This is an optimization exercise on Yosys and OpenROAD, whose aim is small area, not a production implementation. Where RTL was checked, it was by simulation tests only, not by an equivalence proof against the original. Function not checked in run 1: the RTL went through the layout flow alone. Power is estimated from default activity; no workload was simulated.

## flow/flow/run.sh

```bash
#!/bin/bash
# Own layout flow: the standard flow (standard.sh, unchanged synthesis and steps), with
# the smallest buffer for the port buffers and clock tree synthesis without dummy loads.
set -euo pipefail
export BUFFER_PORTS_ARGS="-buffer_cell sky130_fd_sc_hd__buf_1"
export CTS_ARGS="-sink_clustering_enable -repair_clock_nets -dont_use_dummy_load -buf_list sky130_fd_sc_hd__clkbuf_4 -sink_clustering_size 10 -sink_clustering_max_diameter 35"
bash standard.sh > standard_flow.log 2>&1
```

## flow/standard.sh

```bash
#!/bin/bash
# synth_recipe.tcl (not shown) runs the flow's synth.tcl, then flattens the netlist and writes it again
# the make line also repeats each setting of config.mk as NAME=value (left out here)
make -C /OpenROAD-flow-scripts/flow DESIGN_CONFIG=/design/flow/config.mk WORK_HOME=/design/flow/orfs CLKGATE_MAP_FILE= SYNTH_SCRIPT=/design/flow/synth_recipe.tcl "${@:-finish}"
```

## flow/config.mk

```make
export PLATFORM = sky130hd
export DESIGN_NAME = physic
export DESIGN_NICKNAME = physic
export VERILOG_FILES = /design/flow/design.v
export SDC_FILE = /design/flow/constraint.sdc
export NUM_CORES = 4
export LEC_CHECK = 0
export ABC_AREA = 0
export ABC_CLOCK_PERIOD_IN_PS = 100000
export CAP_MARGIN = 20
export CORE_MARGIN = 2
export CORE_UTILIZATION = 60
export PLACE_DENSITY = 0.7
export SLEW_MARGIN = 20
```

## flow/constraint.sdc

```tcl
create_clock -name core_clock -period 10.0 [get_ports {clk}]
set_input_delay 2.0000 -clock core_clock [delete_from_list [all_inputs] [get_ports {clk}]]
set_output_delay 2.0000 -clock core_clock [all_outputs]
set_load 0.01 [all_outputs]
```

## flow/design.v

```verilog
module physic (
    input wire clk,
    input wire rst_n,
    input wire en,
    input wire p1_move_left, p1_move_right, p1_jump, p1_smash,
    input wire p2_move_left, p2_move_right, p2_jump, p2_smash,
    input wire p1_cover,
    input wire p2_cover,
    output wire [9:0] p1_pos_x, p1_pos_y,
    output wire [9:0] p2_pos_x, p2_pos_y,
    output wire [9:0] ball_pos_x, ball_pos_y,
    output wire p1_is_smash,
    output wire p2_is_smash,
    output wire ball_is_smash,
    output reg game_over,
    output reg [1:0] winner,
    output reg valid
);
    function [1:0] fadd;    
        input a, b, ci;
        fadd = {(a & b) | (ci & (a ^ b)), a ^ b ^ ci};
    endfunction
    function bor;           
        input a, b, bi;
        bor = (~a & b) | (bi & (~a | b));
    endfunction
    wire [19:0] K5145 = 20'd5145;
    wire [19:0] K22528 = 20'd22528;
    reg  [4:0] c;
    wire busy  = |c;
    wire run   = en | busy;
    wire first = ~busy;
    wire last  = (c == 5'd19);
    always @(posedge clk or negedge rst_n)
        if (!rst_n) c <= 5'd0;
        else        c <= (run & ~last) ? c + 5'd1 : 5'd0;
    reg [10:0] x1_r;  reg [14:0] y1_r;  reg [10:0] v1_r;  reg a1;
    reg [12:0] x2_r;  reg [14:0] y2_r;  reg [10:0] v2_r;  reg a2;
    reg [19:0] bx_r, by_r, vx_r, vy_r;
    reg [3:0]  cd;
    reg f_x1L, f_x1R, f_x2L, f_x2R, f_ld1, f_ld2;
    reg f_frp, f_frn, f_h1, f_h2, f_hd, f_sd;
    reg f_vyq, f_na, f_nb, f_wl, f_wr, f_fa, f_fb, f_bsm;
    wire f_nbt = ~f_na & f_nb, f_nbl = f_na & ~f_nb, f_nbr = f_na & f_nb;
    wire f_fl = f_fa, f_ce = ~f_fa & f_fb, f_wn = f_fb;
    assign p1_pos_x   = {2'b00, x1_r[10:3]};
    assign p1_pos_y   = {1'b0, y1_r[14:6]};
    assign p2_pos_x   = x2_r[12:3];
    assign p2_pos_y   = {1'b0, y2_r[14:6]};
    assign ball_pos_x = bx_r[15:6];
    assign ball_pos_y = by_r[15:6];
    assign p1_is_smash   = f_h1 & p1_smash;
    assign p2_is_smash   = f_h2 & p2_smash;
    assign ball_is_smash = f_bsm;
    wire wx1 = (c[4] | (c[3] | (c[2] | (c[1] & c[0])))) & ~(c[4] | (c[3] & (c[2] & c[1])));
    wire wx2 = (c[4] | (c[3] | (c[2] | (c[1] & c[0])))) & ~c[4];
    wire wy  = ~(c[4] | (c[3] & (c[2] & (c[1] & c[0]))));
    wire wv  = ~(c[4] | (c[3] & (c[2] | c[1])));
    wire ox1 = wx1 & x1_r[0];
    wire ox2 = wx2 & x2_r[0];
    wire oy1 = wy & y1_r[0];
    wire oy2 = wy & y2_r[0];
    wire ov1 = wv ? v1_r[0] : v1_r[10];
    wire ov2 = wv ? v2_r[0] : v2_r[10];
    wire obx = bx_r[0];
    wire oby = by_r[0];
    wire ovx = vx_r[0];
    wire ovy = vy_r[0];
    wire cdz    = (cd == 4'd0);
    wire hit    = cdz & (f_h1 | f_h2);
    wire hp1    = f_h1;
    wire hd     = f_hd;
    wire sd     = f_sd;
    wire sm     = hp1 ? p1_smash : p2_smash;
    wire air    = hp1 ? a1 : a2;
    wire dirb   = hp1 ? p1_move_right : p2_move_left;
    wire header = hit & hd;
    wire body   = hit & ~hd;
    wire nbs    = f_na;
    wire wall   = f_wl | f_wr;
    wire mvR1 = p1_move_right & f_x1R;
    wire mvL1 = p1_move_left & f_x1L & ~mvR1;
    wire mvR2 = p2_move_right & f_x2R;
    wire mvL2 = p2_move_left & f_x2L & ~mvR2;
    wire js1  = p1_jump & ~a1;
    wire js2  = p2_jump & ~a2;
    wire ld1  = a1 & f_ld1;
    wire ld2  = a2 & f_ld2;
    reg [9:0] acy;
    wire [19:0] M200 = 20'd200, M6400 = 20'd6400, M33280 = 20'd33280, M650 = 20'd650, M25 = 20'd25;
    wire [19:0] M1500 = 20'd1500, M1000 = 20'd1000, M999 = 20'd999, M666 = 20'd666, M320 = 20'd320;
    wire [19:0] M400 = 20'd400, M3 = 20'd3, M100 = 20'd100, M750 = 20'd750;
    wire [19:0] M28160 = 20'd28160, M7680 = 20'd7680, M15166 = 20'd15166, M20674 = 20'd20674;
    wire [19:0] M2 = 20'd2, M35838 = 20'd35838, M7937 = 20'd7937, M1025 = 20'd1025, M4097 = 20'd4097;
    wire [19:0] M4865 = 20'd4865, M3200 = 20'd3200, M1 = 20'd1, M25600 = 20'd25600, M5120 = 20'd5120;
    wire x1m = (game_over & M6400[c]) | (~game_over & (mvR1 | mvL1) & M200[c]);
    wire x1s = ~game_over & ~mvR1 & mvL1;
    wire [1:0] sx1 = fadd(~game_over & ox1, x1s ^ x1m, first ? x1s : acy[0]);
    wire nx1 = sx1[0];
    wire x2m = (game_over & M33280[c]) | (~game_over & (mvR2 | mvL2) & M200[c]);
    wire x2s = ~game_over & ~mvR2 & mvL2;
    wire [1:0] sx2 = fadd(~game_over & ox2, x2s ^ x2m, first ? x2s : acy[1]);
    wire nx2 = sx2[0];
    wire y1set = game_over | ld1;
    wire [1:0] sy1 = fadd(~y1set & oy1,
                          y1set ? K22528[c] : (a1 & ov1),
                          ~first & acy[2]);
    wire ny1 = sy1[0];
    wire v1s = ~y1set & js1;                               
    wire v1m = (v1s & M650[c]) | (~y1set & ~js1 & a1 & M25[c]);
    wire [1:0] sv1 = fadd(~(y1set | js1) & ov1, v1s ^ v1m, first ? v1s : acy[3]);
    wire nv1 = sv1[0];
    wire y2set = game_over | ld2;
    wire [1:0] sy2 = fadd(~y2set & oy2,
                          y2set ? K22528[c] : (a2 & ov2),
                          ~first & acy[4]);
    wire ny2 = sy2[0];
    wire v2s = ~y2set & js2;
    wire v2m = (v2s & M650[c]) | (~y2set & ~js2 & a2 & M25[c]);
    wire [1:0] sv2 = fadd(~(y2set | js2) & ov2, v2s ^ v2m, first ? v2s : acy[5]);
    wire nv2 = sv2[0];
    reg vxA, vxV, vxS;
    reg m1500, m1000, m999, m666, m320, m400, m3;
    always @* begin
        vxA = 1'b0; vxV = 1'b0; vxS = 1'b0;
        {m1500, m1000, m999, m666, m320, m400, m3} = 7'd0;
        if (game_over) ;
        else if (nbs | (~f_fl & wall)) begin vxV = 1'b1; vxS = 1'b1; end
        else if (f_fl) ;
        else if (header & sm) begin
            vxS = ~hp1;
            if (air) begin m1500 = dirb; m1000 = ~dirb; end
            else     begin m999  = dirb; m666  = ~dirb; end
        end
        else if (header) begin vxA = 1'b1; m320 = 1'b1; vxS = ~sd; end
        else if (body)   begin m400 = 1'b1; vxS = ~sd; end
        else if (f_frp)  begin vxA = 1'b1; m3 = 1'b1; vxS = 1'b1; end
        else if (f_frn)  begin vxA = 1'b1; m3 = 1'b1; end
        else vxA = 1'b1;
    end
    wire vxM = (m1500 & M1500[c]) | (m1000 & M1000[c]) | (m999 & M999[c]) | (m666 & M666[c]) |
               (m320 & M320[c]) | (m400 & M400[c]) | (m3 & M3[c]);
    wire [1:0] svx = fadd(vxA & ovx, vxS ^ (vxV ? ovx : vxM), first ? vxS : acy[6]);
    wire nvx = svx[0];
    reg vyA, vyV, vyS;
    reg n25, n100, n999, n666, n750;
    always @* begin
        vyA = 1'b0; vyV = 1'b0; vyS = 1'b0;
        {n25, n100, n999, n666, n750} = 5'd0;
        if (game_over) ;
        else if (f_nbt | f_ce) begin vyV = 1'b1; vyS = 1'b1; end
        else if (f_fl) ;
        else if (header & sm) begin
            if (air) n100 = 1'b1;
            else begin vyS = 1'b1; n999 = dirb; n666 = ~dirb; end
        end
        else if (header) begin
            vyS = 1'b1;
            if (f_vyq) n750 = 1'b1;
            else       vyV = 1'b1;
        end
        else if (body & f_vyq) ;
        else begin vyA = 1'b1; n25 = 1'b1; end
    end
    wire vyM = (n25 & M25[c]) | (n100 & M100[c]) | (n999 & M999[c]) | (n666 & M666[c]) | (n750 & M750[c]);
    wire [1:0] svy = fadd(vyA & ovy, vyS ^ (vyV ? ovy : vyM), first ? vyS : acy[7]);
    wire nvy = svy[0];
    reg [1:0] bxA;    
    reg bxV, bxS;
    reg q28160, q7680, q15166, q20674, q2, q35838, q7937, q1024, q4097, q4864;
    always @* begin
        bxA = 2'd0; bxV = 1'b0; bxS = 1'b0;
        {q28160, q7680, q15166, q20674, q2, q35838, q7937, q1024, q4097, q4864} = 10'd0;
        if (game_over) begin q28160 = (winner == 2'd1); q7680 = (winner != 2'd1); end
        else if (f_nbl) q15166 = 1'b1;
        else if (f_nbr) q20674 = 1'b1;
        else if (f_wl)  q2 = 1'b1;
        else if (f_wr)  q35838 = 1'b1;
        else if (body) begin
            bxA = hp1 ? 2'd2 : 2'd3;
            bxS = ~sd;
            if (hp1) begin q7937 = sd; q1024 = ~sd; end
            else     begin q4097 = sd; q4864 = ~sd; end
        end
        else begin bxA = 2'd1; bxV = 1'b1; end
    end
    wire bxM = (q28160 & M28160[c]) | (q7680 & M7680[c]) | (q15166 & M15166[c]) | (q20674 & M20674[c]) |
               (q2 & M2[c]) | (q35838 & M35838[c]) | (q7937 & M7937[c]) | (q1024 & M1025[c]) |
               (q4097 & M4097[c]) | (q4864 & M4865[c]);
    wire abx = (bxA == 2'd1) ? obx : (bxA == 2'd2) ? ox1 : (bxA == 2'd3) ? ox2 : 1'b0;
    wire [1:0] sbx = fadd(abx, bxS ^ (bxV ? ovx : bxM), first ? bxS : acy[8]);
    wire nbx = sbx[0];
    reg [1:0] byA;    
    reg byV, byS;
    reg r3200, r1, r25600;
    always @* begin
        byA = 2'd0; byV = 1'b0; byS = 1'b0;
        {r3200, r1, r25600} = 3'd0;
        if (game_over)  r3200 = 1'b1;
        else if (f_ce)  r1 = 1'b1;
        else if (f_fl)  r25600 = 1'b1;
        else if (header) begin byA = hp1 ? 2'd2 : 2'd3; byS = 1'b1; end
        else begin byA = 2'd1; byV = 1'b1; end
    end
    wire byM = (r3200 & M3200[c]) | (r1 & M1[c]) | (r25600 & M25600[c]) | (byS & M5120[c]);
    wire aby = (byA == 2'd1) ? oby : (byA == 2'd2) ? oy1 : (byA == 2'd3) ? oy2 : 1'b0;
    wire [1:0] sby = fadd(aby, byS ^ (byV ? ovy : byM), first ? byS : acy[9]);
    wire nby = sby[0];
    always @(posedge clk)
        acy <= {sby[1], sbx[1], svy[1], svx[1], sv2[1], sy2[1], sv1[1], sy1[1], sx2[1], sx1[1]};
    reg [2:0] dcy;
    wire [1:0] d13 = fadd(nby, nvy, ~first & dcy[0]);            
    wire [1:0] d14 = fadd(d13[0], K5145[c], ~first & dcy[1]);    
    wire [1:0] d15 = fadd(nbx, nvx, ~first & dcy[2]);            
    wire nyA = d14[0], nxs = d15[0];
    function maj;
        input a, b, ci;
        maj = (a & b) | (ci & (a | b));
    endfunction
    reg [3:0] scy;
    wire e0 = nbx ^ nx1 ^ (~first & scy[0]);       
    wire e1 = nby ^ ny1 ^ (~first & scy[1]);       
    wire e2 = nbx ^ nx2 ^ (~first & scy[2]);       
    wire e3 = nby ^ ny2 ^ (~first & scy[3]);       
    wire e0h = nbx | scy[0], e1h = nby | scy[1], e2h = nbx | scy[2], e3h = nby | scy[3];
    reg [9:0] gq;
    wire [20:0] KM1024 = -21'd1024, K7936 = 21'd7936, K1536 = 21'd1536, KM5120 = -21'd5120;
    wire [20:0] K8192 = 21'd8192, KM4864 = -21'd4864, K4096 = 21'd4096;
    wire g0 = (last ? maj(KM1024[20], ~e0h, bor(KM1024[c], e0, gq[0])) : bor(KM1024[c], e0, ~first & gq[0]));    
    wire g1 = (last ? maj(e0h, ~K7936[20], bor(e0, K7936[c], gq[1])) : bor(e0, K7936[c], ~first & gq[1]));     
    wire g2 = (last ? maj(K1536[20], ~e0h, bor(K1536[c], e0, gq[2])) : bor(K1536[c], e0, ~first & gq[2]));     
    wire g3 = (last ? maj(KM5120[20], ~e1h, bor(KM5120[c], e1, gq[3])) : bor(KM5120[c], e1, ~first & gq[3]));    
    wire g4 = (last ? maj(e1h, ~K8192[20], bor(e1, K8192[c], gq[4])) : bor(e1, K8192[c], ~first & gq[4]));     
    wire g5 = (last ? maj(KM4864[20], ~e2h, bor(KM4864[c], e2, gq[5])) : bor(KM4864[c], e2, ~first & gq[5]));    
    wire g6 = (last ? maj(e2h, ~K4096[20], bor(e2, K4096[c], gq[6])) : bor(e2, K4096[c], ~first & gq[6]));     
    wire g7 = (last ? maj(K1536[20], ~e2h, bor(K1536[c], e2, gq[7])) : bor(K1536[c], e2, ~first & gq[7]));     
    wire g8 = (last ? maj(KM5120[20], ~e3h, bor(KM5120[c], e3, gq[8])) : bor(KM5120[c], e3, ~first & gq[8]));    
    wire g9 = (last ? maj(e3h, ~K8192[20], bor(e3, K8192[c], gq[9])) : bor(e3, K8192[c], ~first & gq[9]));     
    reg [2:0] cq;
    wire lst = last;
    wire [19:0] K400 = 20'd400, KM400 = -20'd400, KM512 = -20'd512;
    wire [19:0] K19200 = 20'd19200, K15168 = 20'd15168, K20672 = 20'd20672;
    wire [19:0] K1 = 20'd1, K35839 = 20'd35839, K25600 = 20'd25600, K20480 = 20'd20480;
    wire [19:0] K15360 = 20'd15360, K17920 = 20'd17920;
    wire [19:0] KW5120 = 20'd519168, KW2560 = 20'd521728, KW3840 = 20'd520448;
    wire c15 = (lst ? bor(~(K19200[c]), ~(nyA), cq[3-3]) : bor(K19200[c], nyA, ~first & cq[3-3]));  
    wire c16 = (lst ? bor(~(K15168[c]), ~(nxs), cq[4-3]) : bor(K15168[c], nxs, ~first & cq[4-3]));  
    wire c17 = (lst ? bor(~(nxs), ~(K20672[c]), cq[5-3]) : bor(nxs, K20672[c], ~first & cq[5-3]));  
    wire [19:0] NX = {nbx, bx_r[19:1]};
    wire [19:0] NY = {nby, by_r[19:1]};
    wire [19:0] NVX = {nvx, vx_r[19:1]};
    wire [19:0] NVY = {nvy, vy_r[19:1]};
    wire c12 = ~NVX[19] & (NVX[18] | (NVX[17] | (NVX[16] | (NVX[15] | (NVX[14] | (NVX[13] | (NVX[12] | (NVX[11] | (NVX[10] | (NVX[9] | (NVX[8] & (NVX[7] & (NVX[6] | (NVX[5] | (NVX[4] & (NVX[3] | (NVX[2] | (NVX[1] | NVX[0]))))))))))))))))));     
    wire c13 = NVX[19] & ~(NVX[18] & (NVX[17] & (NVX[16] & (NVX[15] & (NVX[14] & (NVX[13] & (NVX[12] & (NVX[11] & (NVX[10] & (NVX[9] & (NVX[8] | (NVX[7] | (NVX[6] & (NVX[5] & NVX[4]))))))))))))));    
    wire c14 = ~NVY[19] | (NVY[18] & (NVY[17] & (NVY[16] & (NVY[15] & (NVY[14] & (NVY[13] & (NVY[12] & (NVY[11] & (NVY[10] & (NVY[9] & (NVY[8] | (NVY[7] | (NVY[6] | (NVY[5] | (NVY[4] | (NVY[3] | (NVY[2] | (NVY[1] | NVY[0]))))))))))))))))));    
    wire c18 = (NY[19] | ~(NY[18] | (NY[17] | (NY[16] | (NY[15] | (NY[14] | (NY[13] & (NY[12] & (NY[11] & NY[10])))))))));     
    wire c19 = (NX[19] | ~(NX[18] | (NX[17] | (NX[16] | (NX[15] | (NX[14] & (NX[13] | (NX[12] | (NX[11] | (NX[10] & NX[9]))))))))));     
    wire c20 = (~NX[19] & (NX[18] | (NX[17] | (NX[16] | (NX[15] | (NX[14] | (NX[13] | (NX[12] | (NX[11] | (NX[10] | (NX[9] | (NX[8] | (NX[7] | (NX[6] | (NX[5] | (NX[4] | (NX[3] | (NX[2] | NX[1]))))))))))))))))));         
    wire c21 = (NX[19] | ~(NX[18] | (NX[17] | (NX[16] | (NX[15] & (NX[14] | (NX[13] | (NX[12] | (NX[11] & (NX[10] | (NX[9] & (NX[8] & (NX[7] & (NX[6] & (NX[5] & (NX[4] & (NX[3] & (NX[2] & (NX[1] & NX[0])))))))))))))))))));     
    wire c22 = (NY[19] | ~(NY[18] | (NY[17] | (NY[16] | (NY[15] | (NY[14] & (NY[13] & (NY[12] | (NY[11] | NY[10])))))))));     
    wire c23 = (NX[19] | ~(NX[18] | (NX[17] | (NX[16] | (NX[15] | (NX[14] & (NX[13] | NX[12])))))));     
    wire c24 = (~NY[19] & (NY[18] | (NY[17] | (NY[16] | (NY[15] | (NY[14] | (NY[13] | (NY[12] | (NY[11] | (NY[10] | (NY[9] | (NY[8] | (NY[7] | (NY[6] | (NY[5] | (NY[4] | (NY[3] | (NY[2] | (NY[1] | NY[0])))))))))))))))))));         
    wire c25 = (NX[19] | ~(NX[18] & (NX[17] & (NX[16] & (NX[15] & (NX[14] & (NX[13] & (NX[12] | (NX[11] & NX[10])))))))));    
    wire c26 = (NX[19] | ~(NX[18] & (NX[17] & (NX[16] & (NX[15] & (NX[14] & (NX[13] & (NX[12] & (NX[11] | (NX[10] & NX[9]))))))))));    
    wire c27 = (NY[19] | ~(NY[18] & (NY[17] & (NY[16] & (NY[15] & (NY[14] & (NY[13] & (NY[12] | (NY[11] & NY[10])))))))));    
    wire c28 = (NY[19] | ~(NY[18] & (NY[17] & (NY[16] & (NY[15] & (NY[14] & (NY[13] & (NY[12] & (NY[11] | (NY[10] & NY[9]))))))))));    
    wire c29 = (NY[19] | ~(NY[18] & (NY[17] & (NY[16] & (NY[15] & (NY[14] & (NY[13] & (NY[12] & (NY[11] | (NY[10] | (NY[9] | NY[8])))))))))));    
    wire h1a = c25 & g0;            
    wire h1b = g1;                  
    wire h1c = c27 & g3;            
    wire h1d = g4;                  
    wire h2a = c25 & g5;            
    wire h2b = g6;                  
    wire h2c = c27 & g8;
    wire h2d = g9;
    wire net = c15 & c16 & c17;
    wire hit1n = h1a & h1b & h1c & h1d;
    wire hd1n = ~c28 | e1h;         
    wire hd2n = ~c28 | e3h;
    wire sd1n = c26 & g2;           
    wire sd2n = c26 & g7;           
    wire ntop = ~c29 | c18;         
    wire nlft = ~c26 | c19;         
    wire nzx_n = nvx | (|vx_r[19:1]);
    wire nzy_n = nvy | (|vy_r[19:1]);
    wire bsm_x = NVX[19] ? (NVX[15] & (|NVX[14:0]) & ~(NVX[14] & (NVX[13] & (NVX[12] & (NVX[11] & (NVX[10] & (NVX[9] | (NVX[8] & (NVX[7] & (NVX[6] | (NVX[5] & (NVX[4] | NVX[3]))))))))))))
                         : (~NVX[15] & (NVX[14] | (NVX[13] | (NVX[12] | (NVX[11] | (NVX[10] | (NVX[9] & (NVX[8] | (NVX[7] | (NVX[6] & (NVX[5] | (NVX[4] & (NVX[3] & (NVX[2] | (NVX[1] | NVX[0])))))))))))))));
    wire bsm_y = NVY[19] ? (NVY[15] & (|NVY[14:0]) & ~(NVY[14] & (NVY[13] & (NVY[12] & (NVY[11] & (NVY[10] & (NVY[9] | (NVY[8] & (NVY[7] & (NVY[6] | (NVY[5] & (NVY[4] | NVY[3]))))))))))))
                         : (~NVY[15] & (NVY[14] | (NVY[13] | (NVY[12] | (NVY[11] | (NVY[10] | (NVY[9] & (NVY[8] | (NVY[7] | (NVY[6] & (NVY[5] | (NVY[4] & (NVY[3] & (NVY[2] | (NVY[1] | NVY[0])))))))))))))));
    always @(posedge clk) begin
        dcy <= {d15[1], d14[1], d13[1]};
        scy <= {bor(nby, ny2, ~first & scy[3]), bor(nbx, nx2, ~first & scy[2]),
                bor(nby, ny1, ~first & scy[1]), bor(nbx, nx1, ~first & scy[0])};
        gq <= {g9, g8, g7, g6, g5, g4, g3, g2, g1, g0};
        cq <= {c17, c16, c15};
    end
    localparam [19:0] R_X1 = 20'd6400, R_Y = 20'd22528, R_X2 = 20'd33280;
    localparam [19:0] R_BX = 20'd7680, R_BY = 20'd3200;
    always @(posedge clk or negedge rst_n) begin
        if (!rst_n) begin
            x1_r <= R_X1[13:3]; y1_r <= R_Y[14:0]; v1_r <= 11'd0; a1 <= 1'b0;
            x2_r <= R_X2[15:3]; y2_r <= R_Y[14:0]; v2_r <= 11'd0; a2 <= 1'b0;
            bx_r <= R_BX; by_r <= R_BY; vx_r <= 20'd0; vy_r <= 20'd0;
            cd <= 4'd0; game_over <= 1'b0; winner <= 2'd0; valid <= 1'b0;
            f_x1L <= 1'b1; f_x1R <= 1'b1; f_x2L <= 1'b1; f_x2R <= 1'b0;
            f_ld1 <= 1'b0; f_ld2 <= 1'b0;
            f_frp <= 1'b0; f_frn <= 1'b0; f_h1 <= 1'b0; f_h2 <= 1'b0;
            f_hd <= 1'b1; f_sd <= 1'b0;
            f_vyq <= 1'b1; f_na <= 1'b0; f_nb <= 1'b0;
            f_wl <= 1'b0; f_wr <= 1'b0; f_fa <= 1'b0; f_fb <= 1'b0;
            f_bsm <= 1'b0;
        end else begin
            valid <= last;
            if (run) begin
                bx_r <= {nbx, bx_r[19:1]};
                by_r <= {nby, by_r[19:1]};
                vx_r <= {nvx, vx_r[19:1]};
                vy_r <= {nvy, vy_r[19:1]};
                if (wx1) x1_r <= {nx1, x1_r[10:1]};
                if (wx2) x2_r <= {nx2, x2_r[12:1]};
                if (wy) begin
                    y1_r <= {ny1, y1_r[14:1]};
                    y2_r <= {ny2, y2_r[14:1]};
                end
                if (wv) begin
                    v1_r[9:0] <= {nv1, v1_r[9:1]};
                    v2_r[9:0] <= {nv2, v2_r[9:1]};
                end
            end
            if (last) begin
                v1_r[10] <= nv1;
                v2_r[10] <= nv2;
                a1 <= ~game_over & (js1 | (a1 & ~f_ld1));
                a2 <= ~game_over & (js2 | (a2 & ~f_ld2));
                cd <= ~cdz ? cd - 4'd1 : (f_h1 | f_h2) ? 4'd15 : 4'd0;
                game_over <= ~game_over & f_fl;
                winner <= f_fl ? (f_wn ? 2'd2 : 2'd1) : winner;
                f_x1L <= |x1_r;
                f_x1R <= ~(x1_r[10] & x1_r[9]);
                f_x2L <= (x2_r[12] | (x2_r[11] & (x2_r[10] | (x2_r[9] & (x2_r[8] | (x2_r[7] | (x2_r[6] | (x2_r[5] | (x2_r[4] | (x2_r[3] | (x2_r[2] | (x2_r[1] | x2_r[0]))))))))))));
                f_x2R <= ~x2_r[12];
                f_ld1 <= ({nv1, v1_r[9:0]} == 11'd675);
                f_ld2 <= ({nv2, v2_r[9:0]} == 11'd675);
                f_h1  <= hit1n;
                f_h2  <= h2a & h2b & h2c & h2d;
                f_hd  <= hit1n ? hd1n : hd2n;
                f_sd  <= hit1n ? sd1n : sd2n;
                f_frp <= c12;
                f_frn <= c13;
                f_vyq <= (hit1n ? hd1n : hd2n) ? c14 : nvy;
                f_na  <= net & ~ntop & (nlft ? (~nvx & nzx_n) : nvx);
                f_nb  <= net & (ntop ? (~nvy & nzy_n) : ~nlft & nvx);
                f_wl  <= ~c20;
                f_wr  <= ~c21;
                f_fa  <= ~c22;
                f_fb  <= ~c22 ? c23 : ~c24;
                f_bsm <= bsm_x | bsm_y;
            end
        end
    end
endmodule
```

==> results of run 1 <==
-- power groups by stage --
stage,sequential (W),clock [W],combinational (W)
floorplan,0.00161,0,0.00191
global route,0.00180,0.000533,0.00257
global placement,0.00174,0,0.00222
finish,0.00173,0.000474,0.00228
CTS,0.00173,0.000495,0.00229
detailed placement,0.00175,0,0.00228
-- worst paths after layout --
| check | from | endpoint | slack (ns) |
|---|---|---|---|
| min in group asynchronous | rst_n | y2_r[1]$_DFFE_PN0P_ | 1.39 |
| min | v2_r[3]$_DFFE_PN0P_ | v2_r[2]$_DFFE_PN0P_ | 0.46 |
| max | c[1]$_DFF_PN0_ | f_vyq$_DFFE_PN1P_ | 4.24 |
| max reg2reg | c[1]$_DFF_PN0_ | f_vyq$_DFFE_PN1P_ | 4.24 |
| min reg2reg | v2_r[3]$_DFFE_PN0P_ | v2_r[2]$_DFFE_PN0P_ | 0.46 |
| max in group asynchronous | rst_n | valid$_DFF_PN0_ | 7.27 |
-- sequential cells by signal (all words and copies together), names as in the netlist, 11 cells and up --
name	cells
bx_r	20
v1_r	11
by_r	20
vx_r	20
y1_r	15
v2_r	11
x1_r	11
y2_r	15
vy_r	20
x2_r	13
-- stage by stage --
stage | utilization | hold slack, ns | std cells | power (W) | worst slack, ns
final | 0.627 | 0.455 | 1486 | 0.00449 | 4.24
after global routing | 0.627 | 0.480 | 1486 | 0.00490 | 3.84
after CTS | 0.626 | 0.465 | 1485 | 0.00452 | 4.27
after detailed placement | 0.610 | 0.464 | 1445 | 0.00403 | 3.74
after global placement | 0.610 | 0.457 | 1445 | 0.00396 | 3.83
after floorplan | - | 0.432 | 1242 | 0.00351 | 4.45
-- final cells by class --
type,instances,area (µm²)
multi-input cells,863,5150
clock buffers,40,300
inverters,42,158
well taps,234,293
diodes,1,2.50
repair buffers,85,372
fillers,1679,6960
flip-flops and latches,221,5410
-- layout by cell type (no fill, tap or decap), types with 27 or more instances in the layout --
cell        n
nand2_1   320
dfrtp_1   168
nor2_1     72
buf_1      72
mux2_1     62
o21ai_0    52
a21oi_1    50
inv_1      41
clkbuf_4   41
dfxtp_1    30
nand3_1    27
-- worst reg2reg max path, cell delays in order, from the launching register on --
cell and delay, ns:
dfrtp_1 0.68, inv_1 0.27, ha_1 0.39, nor2_1 0.29, o22ai_1 0.12, a221oi_1 0.28
a221oi_1 0.14, mux2_1 0.25, o31ai_1 0.08, fa_1 0.85, inv_1 0.27, fa_1 0.63
a32oi_1 0.10, o22ai_1 0.23, nand3_1 0.14, nor3b_2 0.40, mux2_4 0.37, mux2i_1 0.17
-- per-layer routing --
layer	track usage	vias to the layer above	share of wire
met1	0.333	4095	0.45
met3	0.0425	63	0.053
met5	0	-	0
met4	0.101	0	0.036
li1	-	4202	-
met2	0.383	233	0.46
-- logic make-up (layout without fill, tap and decap cells) --
| group | after synthesis | in the layout | synth area share |
|---|---|---|---|
| AO/OA/AOI/OAI | 199 | 199 | 0.109 |
| XOR/XNOR | 1 | 1 | 0.000770 |
| adder cells (fa/ha/maj) | 31 | 31 | 0.0453 |
| buffers and inverters | 158 | 167 | 0.0734 |
| flip-flops | 221 | 221 | 0.475 |
| multiplexers | 91 | 91 | 0.0888 |
| other | 1 | 5 | 0.000330 |
| AND/OR/NAND/NOR | 537 | 537 | 0.207 |
==> results.json, run 1 <==
{
  "status": "complete, no violations",
  "drc": 0,
  "nets": 1294,
  "path_clk_slew_ns": 0.11,
  "gp_congestion": 0.895,
  "synth_largest_area_cell": "dfrtp_1",
  "crit_fanout": 16,
  "setup-violations-final": 0,
  "grt_max_degree": 84,
  "io_pins": 80,
  "postRouteAntennaNets": 0,
  "critPathArrivalTime_ns": 6.28,
  "via_per_inst": 5.78,
  "die_w_um": 142,
  "syn_inst": 1239,
  "power_frac_clock": 0.106,
  "clock-sinks": 221,
  "p_sw_w": 0.00204,
  "period_share": 0.576,
  "drt_wl_total_um": 24100,
  "clockBufferDepth": 3,
  "tns_ns": 0,
  "power.leakage_nw": 5.41,
  "yosys.cell_count.top_type": "nand2_1",
  "die-area_um2": 20100,
  "whs_path_depth": 1,
  "post_drt_wl_per_cell_um": 16.2,
  "hold_viol": 0,
  "p_int_w": 0.00245,
  "dp_hpwl_um": 16200,
  "worst_setup_path_start_kind": "register",
  "overflow": 0,
  "area_growth_pct": 2.72,
  "grt_pass1_vias": 8005,
  "cts_hold_buf": 0,
  "finClkSkew_ns": 0.0644,
  "asyncSetResetFlopFracSynth": 0.864,
  "path_class": "reg -> reg",
  "path_cells": "inv_1 -> ha_1 -> nor2_1 -> o22ai_1 -> a221oi_1 -> a221oi_1 -> mux2_1 -> o31ai_1 -> fa_1 -> inv_1 -> fa_1 -> a32oi_1 -> o22ai_1 -> nand3_1 -> nor3b_2 -> mux2_4 -> mux2i_1",
  "cts_tree": "built",
  "synth.cells.most_frequent": "nand2_1, dfrtp_1, nor2_1",
  "portBuffers": 73,
  "crit_slowest_cell": "fa_1",
  "synth.distinct_cells": 72,
  "swShare": 0.455,
  "die_h_um": 142,
  "yosys-top-cells-area": "dfrtp_1, nand2_1, mux2_1, dfstp_2, dfxtp_1",
  "cts-root-buf": "clkbuf_4",
  "power_density_nw_per_um2": 384,
  "final_area_um2": 11700,
  "pwr-share-comb": 0.508,
  "rsz0062_at_grt": "no",
  "ys_ff_latch": 221,
  "min_period_ns": 5.76,
  "drive_above_1_share": 0.0759,
  "cts_inserted_buffers": 40,
  "cts_max_level": 2,
  "grt_pass1_wl_um": 39300,
  "initialDrtViolationCount": 484,
  "synth_area_um2": 11400,
  "cp_num_buf_inv": 2,
  "hp-class": "reg -> reg",
  "yosys.area.top_type_share": 0.370,
  "synth-edff-count": 0,
  "drv_cap": 0,
  "drv_slew": 0,
  "endpoint_kind": "register",
  "dr.pass1.iters": 7,
  "placed_area_um2": 11400,
  "relSlewSlack": 0.307,
  "synth_flop_cell": "dfrtp_1",
  "num_rows": 50,
  "core-area_um2": 18600,
  "start_util": 0.610,
  "ctsResizeCount": 0,
  "cp.depth": 17,
  "worstMarginPinSlew_ns": 1.01,
  "r2r_cells": 17,
  "ys_seq_area_frac": 0.475,
  "avgSynthCellArea_um2": 9.18,
  "clk_latency_ns": 0.64,
  "p_seq_frac": 0.386,
  "cts_setup_buffers": 0,
  "cp_slowest_stage_delay_ns": 0.85,
  "required_ns": 10.52,
  "ys_warn_count": 1,
  "cp_top_family": "adder cells",
  "vias": 8593,
  "max-vdd-ir-drop_v": 0.000168,
  "grtUsageTotal": 0.242,
  "fmax_mhz": 174,
  "antenna_found_initial": 1
}
==> run 2: changes to the inputs <==
--- a/flow/design.v
+++ b/flow/design.v
@@ -33,7 +33,7 @@
     wire last  = (c == 5'd19);
     always @(posedge clk or negedge rst_n)
         if (!rst_n) c <= 5'd0;
-        else        c <= (run & ~last) ? c + 5'd1 : 5'd0;
+        else        c <= (run & ~last) ? {c[4] ^ (&c[3:0]), c[3] ^ (&c[2:0]), c[2] ^ (&c[1:0]), c[1] ^ c[0], ~c[0]} : 5'd0;
     reg [10:0] x1_r;  reg [14:0] y1_r;  reg [10:0] v1_r;  reg a1;
     reg [12:0] x2_r;  reg [14:0] y2_r;  reg [10:0] v2_r;  reg a2;
     reg [19:0] bx_r, by_r, vx_r, vy_r;
@@ -332,7 +332,7 @@
                 v2_r[10] <= nv2;
                 a1 <= ~game_over & (js1 | (a1 & ~f_ld1));
                 a2 <= ~game_over & (js2 | (a2 & ~f_ld2));
-                cd <= ~cdz ? cd - 4'd1 : (f_h1 | f_h2) ? 4'd15 : 4'd0;
+                cd <= ~cdz ? {cd[3] ^ ~(|cd[2:0]), cd[2] ^ ~(|cd[1:0]), cd[1] ^ ~cd[0], ~cd[0]} : {4{f_h1 | f_h2}};
                 game_over <= ~game_over & f_fl;
                 winner <= f_fl ? (f_wn ? 2'd2 : 2'd1) : winner;
                 f_x1L <= |x1_r;
--- a/flow/config.mk
+++ b/flow/config.mk
@@ -9,6 +9,6 @@
 export ABC_CLOCK_PERIOD_IN_PS = 100000
 export CAP_MARGIN = 20
 export CORE_MARGIN = 2
-export CORE_UTILIZATION = 60
-export PLACE_DENSITY = 0.7
+export CORE_UTILIZATION = 40
+export PLACE_DENSITY = 0.6
 export SLEW_MARGIN = 20
==> run 2 against run 1 <==
Via count is 0.97% lower. Hold slack better by 0.0028 ns. Total power rose by 3.3%. Highest routed layer unchanged. Maximum frequency shrank 2.9%. Critical endpoint unchanged. Wire length grew 7.8%. Die area is 49% higher. Sequential share of layout area shrank 0.67 points. Sequential power rose by 2%. Clock power about the same. Clock skew up 0.034 ns. Sequential cell count unchanged. Area after synthesis increased by 0.51%.
==> results.json, run 2 <==
{
  "ctsResizeCount": 0,
  "crit_fanout": 34,
  "synth-edff-count": 0,
  "dp_hpwl_um": 17600,
  "p_seq_frac": 0.382,
  "power_frac_clock": 0.102,
  "drv_slew": 0,
  "grt_pass1_wl_um": 43400,
  "synth.cells.most_frequent": "nand2_1, dfrtp_1, mux2_2",
  "drt_wl_total_um": 26000,
  "multiInputGateArea_um2": 5170,
  "asyncSetResetFlopFracSynth": 0.864,
  "drive_above_1_share": 0.128,
  "path_class": "reg -> reg",
  "required_ns": 10.53,
  "max-vdd-ir-drop_v": 0.000132,
  "reg2reg_setup_slack_ns": 4.07,
  "finClkSkew_ns": 0.0982,
  "synth_flop_cell": "dfrtp_1",
  "avgSynthCellArea_um2": 9.30,
  "grt_pass1_vias": 8259,
  "pwr-share-comb": 0.516,
  "clockBufferDepth": 3,
  "swShare": 0.457,
  "power.leakage_nw": 5.37,
  "nets": 1282,
  "drv_cap": 0,
  "n_fill_cell": 2849,
  "area_growth_pct": 3.70,
  "ys_warn_count": 1,
  "synth.distinct_cells": 72,
  "yosys.cell_count.top_type": "nand2_1",
  "critPathArrivalTime_ns": 6.46,
  "hp-class": "reg -> reg",
  "placed_cells": 1575,
  "worst_setup_path_start_kind": "register",
  "die_h_um": 173,
  "path_clk_slew_ns": 0.08,
  "tns_ns": 0,
  "ys_ff_latch": 221,
  "ys_seq_area_frac": 0.473,
  "register_area_um2": 5410,
  "die_w_um": 173,
  "syn_inst": 1229,
  "num_rows": 61,
  "postRouteAntennaNets": 0,
  "p_int_w": 0.00252,
  "die-area_um2": 30000,
  "via_per_inst": 5.27,
  "vias": 8510,
  "cts_max_level": 2,
  "cts_hold_buf": 0,
  "cts-root-buf": "clkbuf_4",
  "relSlewSlack": 0.338,
  "io_pins": 80,
  "setup-violations-final": 0,
  "synth_area_um2": 11400,
  "clk_latency_ns": 0.66,
  "hold_viol": 0,
  "dr.pass1.iters": 5,
  "grt_max_degree": 88,
  "p_sw_w": 0.00212,
  "yosys-top-cells-area": "dfrtp_1, nand2_1, mux2_2, dfstp_2, dfxtp_1",
  "final_core_utilization": 0.424,
  "cts_inserted_buffers": 39,
  "gp_congestion": 0.859,
  "fmax_mhz": 169,
  "rsz0062_at_grt": "no",
  "stdcell_count": 1615,
  "initialDrtViolationCount": 591,
  "start_util": 0.409,
  "clock-sinks": 221,
  "mostFrequentLayoutCell": "nand2_1",
  "overflow": 0,
  "status": "complete, no violations",
  "layout_common_cells": "nand2_1, dfrtp_1, mux2_2",
  "antenna_found_initial": 1,
  "endpoint_kind": "register",
  "cts_tree": "built",
  "post_drt_wl_per_cell_um": 16.1,
  "synth_largest_area_cell": "dfrtp_1",
  "period_share": 0.593,
  "portBuffers": 73,
  "worstMarginPinSlew_ns": 0.993,
  "core-area_um2": 27900,
  "grtUsageTotal": 0.175,
  "yosys.area.top_type_share": 0.368,
  "total_power_w": 0.00463,
  "power_density_nw_per_um2": 391,
  "cts_setup_buffers": 0,
  "min_period_ns": 5.93,
  "drc": 0
}
[run 2: cell types whose count changed after synthesis, sizes merged, moves of 4 or more]
cell,before,now
or3,7,11
nor2,73,60
o211ai,9,5
nand2,321,311
mux2i,15,11
nand3,27,21
clkbuf,37,41
[run 2: path summary, 6_finish.rpt]
kind,start,end,cells past startpoint
min in group asynchronous,rst_n,bx_r[13]$_DFFE_PN0N_,1
worst min register to register,vy_r[2]$_DFFE_PN0N_,vy_r[1]$_DFFE_PN0N_,2
worst max register to register,c[2]$_DFF_PN0_,f_vyq$_DFFE_PN1P_,16
max in group asynchronous,rst_n,x1_r[10]$_DFFE_PN0P_,2
worst min-delay path,vy_r[2]$_DFFE_PN0N_,vy_r[1]$_DFFE_PN0N_,2
worst max-delay path,c[2]$_DFF_PN0_,f_vyq$_DFFE_PN1P_,16
[run 2: critical path: stages, from the launching register on]
cell and delay, ns:
dfrtp_1 1.00, inv_1 0.45, nor2_1 0.28, a21oi_1 0.09, or3_1 0.36, nand4b_1 0.14, a31oi_1 0.09, a31o_2 0.25
fa_1 0.84, inv_1 0.24, fa_1 0.61, a31oi_1 0.09, o32ai_1 0.33, and3_1 0.23, nand3_1 0.19, a211oi_2 0.34
mux2_1 0.35
[run 2: cell type report]
cell class / instances / area share
sequential: 221 / 0.456
inverter: 41 / 0.0131
tap: 378 / 0.0399
timing repair buffer: 83 / 0.0298
antenna: 1 / 0.000211
multi-input combinational: 852 / 0.436
clock buffer: 39 / 0.0247
[run 2: logic make-up (layout without fill, tap and decap cells)]
| family | Yosys count | in the layout | synth area share |
|---|---|---|---|
| compound gates | 202 | 202 | 0.111 |
| xor+xnor | 1 | 1 | 0.000766 |
| fa+ha+maj | 36 | 36 | 0.0501 |
| buf+inv | 159 | 163 | 0.0763 |
| flops | 221 | 221 | 0.473 |
| mux | 85 | 85 | 0.0825 |
| other cells | 1 | 5 | 0.000328 |
| simple gates | 524 | 524 | 0.206 |
[run 2: through the flow]
stage | cell area, µm² | hold slack, ns | setup slack, ns
2_1_floorplan | 11400 | 0.439 | 4.53
3_3_place_gp | 11600 | 0.463 | 3.89
3_5_place_dp | 11600 | 0.468 | 3.84
4_1_cts | 11900 | 0.460 | 4.12
5_1_grt | 11900 | 0.471 | 3.63
6_report | 11900 | 0.458 | 4.07
[run 2: routing by layer]
metal,vias to the layer above,wire length (µm),part of all wire,global-route usage
met5,-,0,0,0
met1,4093,11900,0.46,0.237
met2,210,12000,0.46,0.279
met4,0,563,0.022,0.0554
met3,45,1430,0.055,0.0385
li1,4162,-,-,-
[run 2: power by group through the flow]
stage | clock network, W | logic [W] | registers, W
global placement | 0 | 0.00234 | 0.00177
detailed placement | 0 | 0.00240 | 0.00178
global route | 0.000542 | 0.00270 | 0.00184
CTS | 0.000499 | 0.00241 | 0.00177
finish | 0.000474 | 0.00239 | 0.00177
floorplan | 0 | 0.00201 | 0.00161
==> run 3: changes to the inputs <==
--- a/flow/config.mk
+++ b/flow/config.mk
@@ -9,6 +9,6 @@
 export ABC_CLOCK_PERIOD_IN_PS = 100000
 export CAP_MARGIN = 20
 export CORE_MARGIN = 2
-export CORE_UTILIZATION = 40
-export PLACE_DENSITY = 0.6
+export CORE_UTILIZATION = 75
+export PLACE_DENSITY = 0.85
 export SLEW_MARGIN = 20
==> run 3 against run 2 <==
Clock power about the same. Via count increased by 3.5%. Largest cell class unchanged. Utilization increased by 35 points. Clock-buffer cell count unchanged. Synthesized cell count unchanged. Maximum frequency decreased by 0.35%. Area after synthesis unchanged. Sequential cell count unchanged. Global-route usage increased by 14 points. Register-to-register slack got worse by 0.02 ns. Clock skew decreased by 0.019 ns.
==> results.json, run 3 <==
{
  "initialDrtViolationCount": 732,
  "cts_setup_buffers": 0,
  "hold_viol": 0,
  "cp_slowest_stage_delay_ns": 0.96,
  "drc": 0,
  "crit_fanout": 34,
  "final_area_um2": 11600,
  "required_ns": 10.55,
  "grtUsageTotal": 0.315,
  "syn_inst": 1229,
  "reg2reg_setup_slack_ns": 4.05,
  "cts_hold_buf": 0,
  "ys_seq_area_frac": 0.473,
  "vias": 8811,
  "postRouteAntennaNets": 0,
  "antenna_found_initial": 1,
  "rsz0062_at_grt": "no",
  "clock-sinks": 221,
  "multiInputGateArea_um2": 5170,
  "die_w_um": 127,
  "die_h_um": 127,
  "path_cells": "inv_1 -> nor2_1 -> a21oi_1 -> or3_1 -> nand4b_1 -> a31oi_1 -> a31o_2 -> fa_1 -> inv_1 -> fa_1 -> a31oi_1 -> o32ai_1 -> and3_1 -> nand3_1 -> a211oi_2 -> mux2_1",
  "tns_ns": 0,
  "path_class": "reg -> reg",
  "period_share": 0.595,
  "critPathArrivalTime_ns": 6.50,
  "crit_end": "f_vyq$_DFFE_PN1P_",
  "finClkSkew_ns": 0.0793,
  "worst_setup_path_start_kind": "register",
  "hp-class": "reg -> reg",
  "synth_flop_cell": "dfrtp_1",
  "mostFrequentLayoutCell": "nand2_1",
  "io_pins": 80,
  "cts_tree": "built",
  "p_int_w": 0.00252,
  "endpoint_kind": "register",
  "worstSetupStartpoint": "c[2]$_DFF_PN0_",
  "portBuffers": 73,
  "drive_above_1_share": 0.127,
  "num_rows": 45,
  "grt_util_met1": 0.435,
  "via_per_inst": 6.19,
  "p_sw_w": 0.00214,
  "clockBufferDepth": 3,
  "met3_usage": 0.0666,
  "grt_max_degree": 88,
  "synth_area_um2": 11400,
  "max-vdd-ir-drop_v": 0.000211,
  "min_period_ns": 5.95,
  "die-area_um2": 16200,
  "path_clk_slew_ns": 0.10,
  "layout_common_cells": "nand2_1, dfrtp_1, mux2_2",
  "cts-root-buf": "clkbuf_4",
  "met2_usage": 0.499,
  "ys_ff_latch": 221,
  "pwr-share-comb": 0.518,
  "start_util": 0.761,
  "clk_latency_ns": 0.65,
  "placed_area_um2": 11300,
  "r2r-start": "c[2]$_DFF_PN0_",
  "fmax_mhz": 168,
  "r2r_cells": 16,
  "power_density_nw_per_um2": 401,
  "setup-violations-final": 0,
  "power.leakage_nw": 5.36,
  "grt.busiest_layer": "met2",
  "grt_pass1_vias": 8547,
  "overflow": 0,
  "power_frac_clock": 0.102,
  "drv_slew": 0,
  "cts_inserted_buffers": 39,
  "cts_max_level": 2,
  "swShare": 0.459,
  "drv_cap": 0,
  "avgSynthCellArea_um2": 9.30,
  "synth-edff-count": 0,
  "dp_hpwl_um": 16900,
  "synth.cells.most_frequent": "nand2_1, dfrtp_1, mux2_2",
  "gp_congestion": 0.953,
  "register_area_um2": 5410,
  "area_growth_pct": 1.62,
  "worstMarginPinSlew_ns": 0.954,
  "grt_pass1_wl_um": 41500,
  "ys_warn_count": 1,
  "dr.pass1.iters": 5,
  "p_seq_frac": 0.380,
  "n_fill_cell": 1102,
  "synth_largest_area_cell": "dfrtp_1",
  "drt_wl_total_um": 24700,
  "yosys-top-cells-area": "dfrtp_1, nand2_1, mux2_2, dfstp_2, dfxtp_1",
  "status": "complete, no violations",
  "nets": 1281,
  "post_drt_wl_per_cell_um": 17.4,
  "core-area_um2": 15000,
  "ctsResizeCount": 0,
  "crit_slowest_cell": "dfrtp_1",
  "yosys.cell_count.top_type": "nand2_1",
  "asyncSetResetFlopFracSynth": 0.864,
  "synth.distinct_cells": 72,
  "yosys.area.top_type_share": 0.368,
  "r2r_end": "f_vyq$_DFFE_PN1P_",
  "relSlewSlack": 0.364
}
[run 3: cell counts after synthesis]
Identical to the previous run, type by type.
[run 3: worst min-delay path by stage]
| stage | from | end | slack [ns] | depth (start not counted) |
|---|---|---|---|---|
| 4_1_cts | vy_r[11]$_DFFE_PN0N_ | vy_r[10]$_DFFE_PN0N_ | 0.45 | 2 |
| 3_3_place_gp | by_r[7]$_DFFE_PN1N_ | by_r[7]$_DFFE_PN1N_ | 0.46 | 2 |
| 2_1_floorplan | by_r[0]$_DFFE_PN0N_ | by_r[0]$_DFFE_PN0N_ | 0.44 | 2 |
| 3_5_place_dp | by_r[7]$_DFFE_PN1N_ | by_r[7]$_DFFE_PN1N_ | 0.46 | 2 |
| 6_report | vy_r[11]$_DFFE_PN0N_ | vy_r[10]$_DFFE_PN0N_ | 0.45 | 2 |
| 5_1_grt | vy_r[11]$_DFFE_PN0N_ | vy_r[10]$_DFFE_PN0N_ | 0.49 | 2 |
[run 3: power by group through the flow]
stage          registers, W  logic (W)  clock network (W)
2_1_floorplan       0.00161    0.00201                  0
3_3_place_gp        0.00175    0.00228                  0
3_5_place_dp        0.00177    0.00238                  0
4_1_cts             0.00176    0.00240           0.000487
5_1_grt             0.00183    0.00270           0.000524
6_report            0.00177    0.00242           0.000476
[run 3: critical path, delay by kind of cell (launching register included)]
family / cells / cell delay [ns]
fa+ha+maj: 2 / 1.46
compound gates: 6 / 1.23
simple gates: 5 / 1.22
flops: 1 / 0.96
buf+inv: 2 / 0.67
mux: 1 / 0.34
[run 3: area by class of cell]
type | instances | area share
sequential | 221 | 0.466
multi-input combinational | 852 | 0.445
timing repair buffer | 82 | 0.0304
clock buffer | 39 | 0.0252
tap | 188 | 0.0202
inverter | 41 | 0.0134
antenna | 1 | 0.000215
[run 3: through the flow]
step | instances | hold WS (ns) | util | power, W | setup slack [ns]
after floorplan | 1232 | 0.439 | - | 0.00362 | 4.53
after global placement | 1383 | 0.459 | 0.752 | 0.00403 | 4.02
after detailed placement | 1384 | 0.463 | 0.753 | 0.00416 | 3.95
after CTS | 1423 | 0.449 | 0.773 | 0.00464 | 4.17
after global routing | 1424 | 0.487 | 0.773 | 0.00506 | 3.70
final | 1424 | 0.451 | 0.773 | 0.00466 | 4.05
[run 3: layer usage]
layer	wire, µm	part of all wire
met3	1700	0.069
met4	694	0.028
met2	11800	0.48
met5	0	0
met1	10600	0.43
[run 3: cell families after synthesis]
group	count (synthesis)	synth area share
AOI/OAI and AO/OA	202	0.111
xor gates and xnor gates	1	0.000766
adders and majority gates	36	0.0501
buffers and inverters	159	0.0763
DFF	221	0.473
muxes	85	0.0825
other	1	0.000328
and+or+nand+nor	524	0.206
==> run 4: changes to the inputs <==
--- a/flow/config.mk
+++ b/flow/config.mk
@@ -9,6 +9,6 @@
 export ABC_CLOCK_PERIOD_IN_PS = 100000
 export CAP_MARGIN = 20
 export CORE_MARGIN = 2
-export CORE_UTILIZATION = 75
-export PLACE_DENSITY = 0.85
+export CORE_UTILIZATION = 60
+export PLACE_DENSITY = 0.7
 export SLEW_MARGIN = 20
==> run 4 against run 3 <==
Clock skew is 0.014 ns higher. Largest cell class unchanged. Wire length shrank 1.5%. Largest power group unchanged. Global-route usage decreased by 6.6 points. Hold slack better by 0.027 ns. Via count shrank 2.7%. Clock power decreased by 4%. Clock-buffer cell count shrank 2. Setup slack gained 0.31 ns. Critical endpoint unchanged. Area after synthesis is the same.
==> results.json, run 4 <==
{
  "core-area_um2": 18700,
  "drv_slew": 0,
  "path_clk_slew_ns": 0.09,
  "cts_setup_buffers": 0,
  "yosys.area.top_type_share": 0.368,
  "yosys-top-cells-area": "dfrtp_1, nand2_1, mux2_2, dfstp_2, dfxtp_1",
  "critPathArrivalTime_ns": 6.19,
  "gp_congestion": 0.914,
  "synth.distinct_cells": 72,
  "r2r_cells": 17,
  "portBuffers": 73,
  "total_power_w": 0.00460,
  "overflow": 0,
  "avgSynthCellArea_um2": 9.30,
  "die_h_um": 142,
  "start_util": 0.611,
  "layout_common_cells": "nand2_1, dfrtp_1, mux2_2",
  "ctsResizeCount": 0,
  "hp-class": "reg -> reg",
  "status": "complete, no violations",
  "stdcell_count": 1469,
  "power_density_nw_per_um2": 394,
  "drive_above_1_share": 0.127,
  "antenna_found_initial": 1,
  "ys_warn_count": 1,
  "ys_seq_area_frac": 0.473,
  "grtUsageTotal": 0.249,
  "num_rows": 50,
  "vias": 8576,
  "die-area_um2": 20200,
  "asyncSetResetFlopFracSynth": 0.864,
  "relSlewSlack": 0.394,
  "placed_cells": 1431,
  "path_class": "reg -> reg",
  "cts_inserted_buffers": 37,
  "drt_wl_total_um": 24400,
  "grt_pass1_wl_um": 40700,
  "nets": 1280,
  "final_core_utilization": 0.624,
  "crit_fanout": 10,
  "dr.pass1.iters": 5,
  "post_drt_wl_per_cell_um": 16.6,
  "worst_setup_path_start_kind": "register",
  "n_fill_cell": 1649,
  "synth.cells.most_frequent": "nand2_1, dfrtp_1, mux2_2",
  "endpoint_kind": "register",
  "synth_area_um2": 11400,
  "mostFrequentLayoutCell": "nand2_1",
  "worstMarginPinSlew_ns": 0.910,
  "cts_max_level": 2,
  "whs_path_depth": 2,
  "max-vdd-ir-drop_v": 0.000176,
  "dp_hpwl_um": 16600,
  "setup-violations-final": 0,
  "grt_max_degree": 86,
  "postRouteAntennaNets": 0,
  "period_share": 0.564,
  "min_period_ns": 5.64,
  "synth_flop_cell": "dfrtp_1",
  "die_w_um": 142,
  "required_ns": 10.55,
  "syn_inst": 1229,
  "io_pins": 80,
  "hold_viol": 0,
  "clock-sinks": 221,
  "ys_ff_latch": 221,
  "cts_hold_buf": 0,
  "cts_tree": "built",
  "power.leakage_nw": 5.36,
  "tns_ns": 0,
  "synth-edff-count": 0,
  "grt_pass1_vias": 8274,
  "finClkSkew_ns": 0.0934,
  "drc": 0,
  "clk_latency_ns": 0.67,
  "fmax_mhz": 177,
  "area_growth_pct": 2.01,
  "rsz0062_at_grt": "no",
  "synth_largest_area_cell": "dfrtp_1",
  "drv_cap": 0,
  "yosys.cell_count.top_type": "nand2_1",
  "via_per_inst": 5.84,
  "initialDrtViolationCount": 646,
  "clockBufferDepth": 3,
  "cts-root-buf": "clkbuf_4"
}
==> run 4: cell counts after synthesis <==
No cell type changed its count.
==> run 4: cells by family after synthesis <==
logic type	share of synthesized area
and+or+nand+nor	0.206
DFF	0.473
AOI/OAI and AO/OA	0.111
buffers and inverters	0.0763
muxes	0.0825
adders and majority gates	0.0501
other	0.000328
xor gates and xnor gates	0.000766
==> run 4: final timing paths <==
kind / slack (ns) / end / startpoint
worst max-delay path: 4.36 / f_vyq$_DFFE_PN1P_ / cd[0]$_DFFE_PN0P_
worst min-delay path: 0.48 / by_r[7]$_DFFE_PN1N_ / by_r[7]$_DFFE_PN1N_
worst max register to register: 4.36 / f_vyq$_DFFE_PN1P_ / cd[0]$_DFFE_PN0P_
worst min register to register: 0.48 / by_r[7]$_DFFE_PN1N_ / by_r[7]$_DFFE_PN1N_
max in group asynchronous: 7.20 / a2$_DFFE_PN0P_ / rst_n
min in group asynchronous: 1.41 / bx_r[2]$_DFFE_PN0N_ / rst_n
==> run 4: final cells by class <==
type	instances	area, µm²	share of cell area
sequential	221	5410	0.464
inverter	41	155	0.0133
multi-input combinational	852	5170	0.444
tap	234	293	0.0251
clock buffer	37	278	0.0238
antenna	1	2.50	0.000215
timing repair buffer	83	353	0.0303
==> run 4: power by group <==
part           switching, W  leakage (nW)  internal [W]
clock              0.000289         0.170      0.000170
sequential         0.000393          2.58       0.00135
combinational       0.00141          2.60      0.000992
==> run 4: metrics by stage <==
step	worst slack, ns	cell area (µm²)	hold WS [ns]
2_1_floorplan	4.53	11400	0.439
3_3_place_gp	3.97	11400	0.459
3_5_place_dp	3.90	11400	0.466
4_1_cts	4.34	11700	0.481
5_1_grt	3.82	11700	0.516
6_report	4.36	11700	0.478
==> run 4: per-layer routing <==
layer | track usage | part of all wire
met5 | 0 | 0
met4 | 0.0800 | 0.021
met3 | 0.0511 | 0.061
met2 | 0.387 | 0.46
met1 | 0.354 | 0.46
==> run 4: critical path, stage by stage (launching register included) <==
cell      delay, ns
dfrtp_1        0.38
inv_1          0.08
ha_1           0.16
nor3b_1        0.60
o21a_1         0.42
nand2_1        0.21
o21ai_0        0.20
nand4b_1       0.13
a31o_2         0.23
fa_1           0.84
inv_1          0.25
fa_1           0.61
a31oi_1        0.09
o32ai_1        0.32
and3_1         0.23
nand3_1        0.18
a211oi_2       0.30
mux2_1         0.34
==> run 5: changes to the inputs <==
--- a/flow/design.v
+++ b/flow/design.v
@@ -14,7 +14,7 @@
     output wire ball_is_smash,
     output reg game_over,
     output reg [1:0] winner,
-    output reg valid
+    output wire valid
 );
     function [1:0] fadd;    
         input a, b, ci;
@@ -28,12 +28,15 @@
     wire [19:0] K22528 = 20'd22528;
     reg  [4:0] c;
     wire busy  = |c;
-    wire run   = en | busy;
+    wire done  = c[4] & c[2];           
+    wire run   = en | (busy & ~done);
     wire first = ~busy;
     wire last  = (c == 5'd19);
     always @(posedge clk or negedge rst_n)
         if (!rst_n) c <= 5'd0;
-        else        c <= (run & ~last) ? {c[4] ^ (&c[3:0]), c[3] ^ (&c[2:0]), c[2] ^ (&c[1:0]), c[1] ^ c[0], ~c[0]} : 5'd0;
+        else        c <= (run & ~last) ? {c[4] ^ (&c[3:0]), c[3] ^ (&c[2:0]), c[2] ^ (&c[1:0]), c[1] ^ c[0], ~c[0]} :
+                         last ? 5'd20 : 5'd0;
+    assign valid = done;
     reg [10:0] x1_r;  reg [14:0] y1_r;  reg [10:0] v1_r;  reg a1;
     reg [12:0] x2_r;  reg [14:0] y2_r;  reg [10:0] v2_r;  reg a2;
     reg [19:0] bx_r, by_r, vx_r, vy_r;
@@ -301,7 +304,7 @@
             x1_r <= R_X1[13:3]; y1_r <= R_Y[14:0]; v1_r <= 11'd0; a1 <= 1'b0;
             x2_r <= R_X2[15:3]; y2_r <= R_Y[14:0]; v2_r <= 11'd0; a2 <= 1'b0;
             bx_r <= R_BX; by_r <= R_BY; vx_r <= 20'd0; vy_r <= 20'd0;
-            cd <= 4'd0; game_over <= 1'b0; winner <= 2'd0; valid <= 1'b0;
+            cd <= 4'd0; game_over <= 1'b0; winner <= 2'd0;
             f_x1L <= 1'b1; f_x1R <= 1'b1; f_x2L <= 1'b1; f_x2R <= 1'b0;
             f_ld1 <= 1'b0; f_ld2 <= 1'b0;
             f_frp <= 1'b0; f_frn <= 1'b0; f_h1 <= 1'b0; f_h2 <= 1'b0;
@@ -310,7 +313,6 @@
             f_wl <= 1'b0; f_wr <= 1'b0; f_fa <= 1'b0; f_fb <= 1'b0;
             f_bsm <= 1'b0;
         end else begin
-            valid <= last;
             if (run) begin
                 bx_r <= {nbx, bx_r[19:1]};
                 by_r <= {nby, by_r[19:1]};
--- a/flow/config.mk
+++ b/flow/config.mk
@@ -6,7 +6,7 @@
 export NUM_CORES = 4
 export LEC_CHECK = 0
 export ABC_AREA = 0
-export ABC_CLOCK_PERIOD_IN_PS = 100000
+export ABC_CLOCK_PERIOD_IN_PS = 30000
 export CAP_MARGIN = 20
 export CORE_MARGIN = 2
 export CORE_UTILIZATION = 60
==> run 5 against run 4 <==
First-iteration DRC count down 7.0%. Sequential share of layout area decreased by 0.72 points. Final cell count increased by 0.75%. Register-to-register slack got worse by 0.20 ns. Hold slack lost 0.023 ns. Via count is 0.35% higher. Clock-buffer cell count is 2 higher. Global-route usage decreased by 0.34 points. Sequential cell count is 1 lower.
==> results.json, run 5 <==
{
  "status": "complete, no violations",
  "register_area_um2": 5380,
  "max-vdd-ir-drop_v": 0.000186,
  "synth_area_um2": 11500,
  "ys_ff_latch": 220,
  "die_w_um": 143,
  "synth.distinct_cells": 84,
  "critPathArrivalTime_ns": 6.36,
  "initialDrtViolationCount": 601,
  "pwr-share-comb": 0.530,
  "p_seq_frac": 0.368,
  "overflow": 0,
  "cts_max_level": 2,
  "area_growth_pct": 2.36,
  "layout_common_cells": "nand2_1, dfrtp_1, buf_1",
  "clk_latency_ns": 0.63,
  "syn_inst": 1234,
  "worstMarginPinSlew_ns": 0.941,
  "final_core_utilization": 0.628,
  "multiInputGateArea_um2": 5260,
  "die_h_um": 143,
  "asyncSetResetFlopFracSynth": 0.864,
  "drv_slew": 0,
  "hold_viol": 0,
  "synth_largest_area_cell": "dfrtp_1",
  "r2r-start": "c[1]$_DFF_PN0_",
  "start_util": 0.614,
  "drt_wl_total_um": 24600,
  "path_clk_slew_ns": 0.09,
  "final_area_um2": 11800,
  "yosys-top-cells-area": "dfrtp_1, nand2_1, dfstp_2, dfxtp_1, mux2_2",
  "hp-class": "reg -> reg",
  "power.leakage_nw": 5.49,
  "drc": 0,
  "drive_above_1_share": 0.117,
  "path_cells": "inv_1 -> ha_1 -> nand2b_2 -> o211ai_1 -> a2111o_1 -> nand4_1 -> o2111ai_1 -> nor3_1 -> a311oi_1 -> fa_1 -> inv_1 -> fa_1 -> a32oi_1 -> o22ai_1 -> nand3_1 -> a211oi_2 -> mux2i_1 -> mux2_1",
  "dp_hpwl_um": 16600,
  "power_frac_clock": 0.101,
  "period_share": 0.584,
  "cts_tree": "built",
  "synth.cells.most_frequent": "nand2_1, dfrtp_1, buf_4",
  "cp_slowest_stage_delay_ns": 0.88,
  "num_rows": 50,
  "antenna_found_initial": 1,
  "grt_pass1_vias": 8016,
  "crit_slowest_cell": "fa_1",
  "worstSetupStartpoint": "c[1]$_DFF_PN0_",
  "min_period_ns": 5.84,
  "postRouteAntennaNets": 0,
  "placed_area_um2": 11500,
  "io_pins": 80,
  "cts-root-buf": "clkbuf_4",
  "grt_pass1_wl_um": 40300,
  "required_ns": 10.52,
  "grtUsageTotal": 0.246,
  "tns_ns": 0,
  "path_class": "reg -> reg",
  "power_density_nw_per_um2": 391,
  "via_per_inst": 5.81,
  "total_power_w": 0.00462,
  "portBuffers": 73,
  "p_int_w": 0.00249,
  "rsz0062_at_grt": "no",
  "mostFrequentLayoutCell": "nand2_1",
  "ys_warn_count": 1,
  "cts_hold_buf": 0,
  "hold_path.startpoint": "y2_r[4]$_DFFE_PN0P_",
  "dr.pass1.iters": 5,
  "cts_setup_buffers": 0,
  "relSlewSlack": 0.373,
  "setup-violations-final": 0,
  "clock-sinks": 220,
  "synth-edff-count": 0,
  "swShare": 0.460,
  "ctsResizeCount": 0,
  "ys_seq_area_frac": 0.467,
  "avgSynthCellArea_um2": 9.34,
  "grt_max_degree": 87,
  "die-area_um2": 20300,
  "yosys.cell_count.top_type": "nand2_1",
  "n_fill_cell": 1623,
  "finClkSkew_ns": 0.0586,
  "yosys.area.top_type_share": 0.363,
  "core-area_um2": 18800,
  "drv_cap": 0,
  "vias": 8606,
  "synth_flop_cell": "dfrtp_1",
  "endpoint_kind": "register",
  "clockBufferDepth": 3,
  "cts_inserted_buffers": 39,
  "post_drt_wl_per_cell_um": 16.6,
  "fmax_mhz": 171,
  "p_sw_w": 0.00212,
  "nets": 1291,
  "worst_setup_path_start_kind": "register",
  "gp_congestion": 0.898,
  "crit_fanout": 16
}
[run 5: cell types whose count changed in the layout (fill, tap and decap cells not counted), sizes merged, moves of 4 or more]
cell	change
a31oi	-4
and3	-5
buf	+4
inv	+7
mux2	+6
nand2	+9
nand2b	-4
nor3b	+4
o211ai	+4
o21ai	-8
o22ai	-4
or2	+4
or3	-6
[run 5: kinds of logic after synthesis]
| logic type | share of synthesized area |
|---|---|
| simple gates | 0.203 |
| mux | 0.0860 |
| buf+inv | 0.0775 |
| compound gates | 0.113 |
| other cells | 0.000325 |
| flops | 0.467 |
| xor+xnor | 0.00152 |
| fa+ha+maj | 0.0507 |
[run 5: path summary, 6_finish.rpt]
check                      slack (ns)                    to  cells after the start
max reg2reg                      4.16     f_vyq$_DFFE_PN1P_                     18
min in group asynchronous        1.28  y1_r[10]$_DFFE_PN0P_                      1
max in group asynchronous        7.10      f_hd$_DFFE_PN1P_                      3
min reg2reg                      0.45   y2_r[3]$_DFFE_PN0P_                      1
max                              4.16     f_vyq$_DFFE_PN1P_                     18
min                              0.45   y2_r[3]$_DFFE_PN0P_                      1
[run 5: critical path, delay by kind of cell, from the launching register on]
kind | cells | cell delay (ns)
adder cells (fa/ha/maj) | 3 | 1.82
AO/OA/AOI/OAI | 7 | 1.41
multiplexers | 2 | 0.77
AND/OR/NAND/NOR | 4 | 0.65
flip-flops | 1 | 0.58
buffers and inverters | 2 | 0.51
[run 5: cell type report]
type	instances	area share
well taps	234	0.0248
diodes	1	0.000212
clock buffers	39	0.0248
repair buffers	87	0.0325
inverters	47	0.0150
multi-input cells	852	0.446
flip-flops and latches	220	0.457
[run 5: power by group through the flow]
| stage | sequential (W) | combinational, W | clock (W) |
|---|---|---|---|
| after floorplan | 0.00159 | 0.00206 | 0 |
| after global placement | 0.00170 | 0.00238 | 0 |
| after detailed placement | 0.00172 | 0.00245 | 0 |
| after CTS | 0.00170 | 0.00246 | 0.000489 |
| after global routing | 0.00176 | 0.00275 | 0.000525 |
| final | 0.00170 | 0.00245 | 0.000468 |
[run 5: metal layers]
| layer | vias up | wire, µm | GRT usage |
|---|---|---|---|
| met1 | 4162 | 11500 | 0.349 |
| met5 | - | 0 | 0 |
| li1 | 4190 | - | - |
| met2 | 202 | 11200 | 0.386 |
| met3 | 52 | 1280 | 0.0424 |
| met4 | 0 | 636 | 0.0813 |
[run 5: through the flow]
step	instances	setup slack [ns]	hold slack [ns]
floorplan	1237	4.19	0.433
global placement	1440	3.73	0.460
detailed placement	1440	3.70	0.467
CTS	1479	4.16	0.458
global route	1480	3.85	0.474
finish	1480	4.16	0.455

-- static timing again, ports no longer ideal --
Ports are ideal in the flow. The routed layouts listed here were re-timed in OpenROAD. Step 1 (the two cells are an assumption about what drives the block):
set clk [get_ports {clk}]
set_driving_cell -lib_cell sky130_fd_sc_hd__clkbuf_16 $clk
set_driving_cell -lib_cell sky130_fd_sc_hd__buf_2 [delete_from_list [all_inputs] $clk]
Step 2 adds t to the input delays and takes it off the output delays; t is the mean of the earliest and latest rising clock arrival at the registers after step 1. Input paths then give back, and output paths get back, about the clock's delay inside the block. a / b / c = ideal ports / drivers / drivers and shift; a / b = the first two.
run	t, ns	setup slack, ns	hold WS [ns]	worst setup path after step 2	worst slew at a driven data input, ns
run 1	0.646	4.242 / 4.242 / 3.732	0.455 / 0.455 / 0.455	input to register	0.04
run 2	0.653	4.069 / 4.069 / 3.870	0.458 / 0.458 / 0.458	input to register	0.04
run 3	0.647	4.048 / 4.048 / 3.890	0.451 / 0.451 / 0.451	input to register	0.03
run 4	0.660	4.357 / 4.357 / 3.865	0.478 / 0.478 / 0.478	input to register	0.04
run 5	0.632	4.158 / 4.158 / 3.679	0.455 / 0.455 / 0.455	input to register	0.05
After both steps every run listed still meets setup and hold. The setup slack of run 1, which loses most, moves by 0.000 ns with the drivers and by -0.510 ns with both steps.
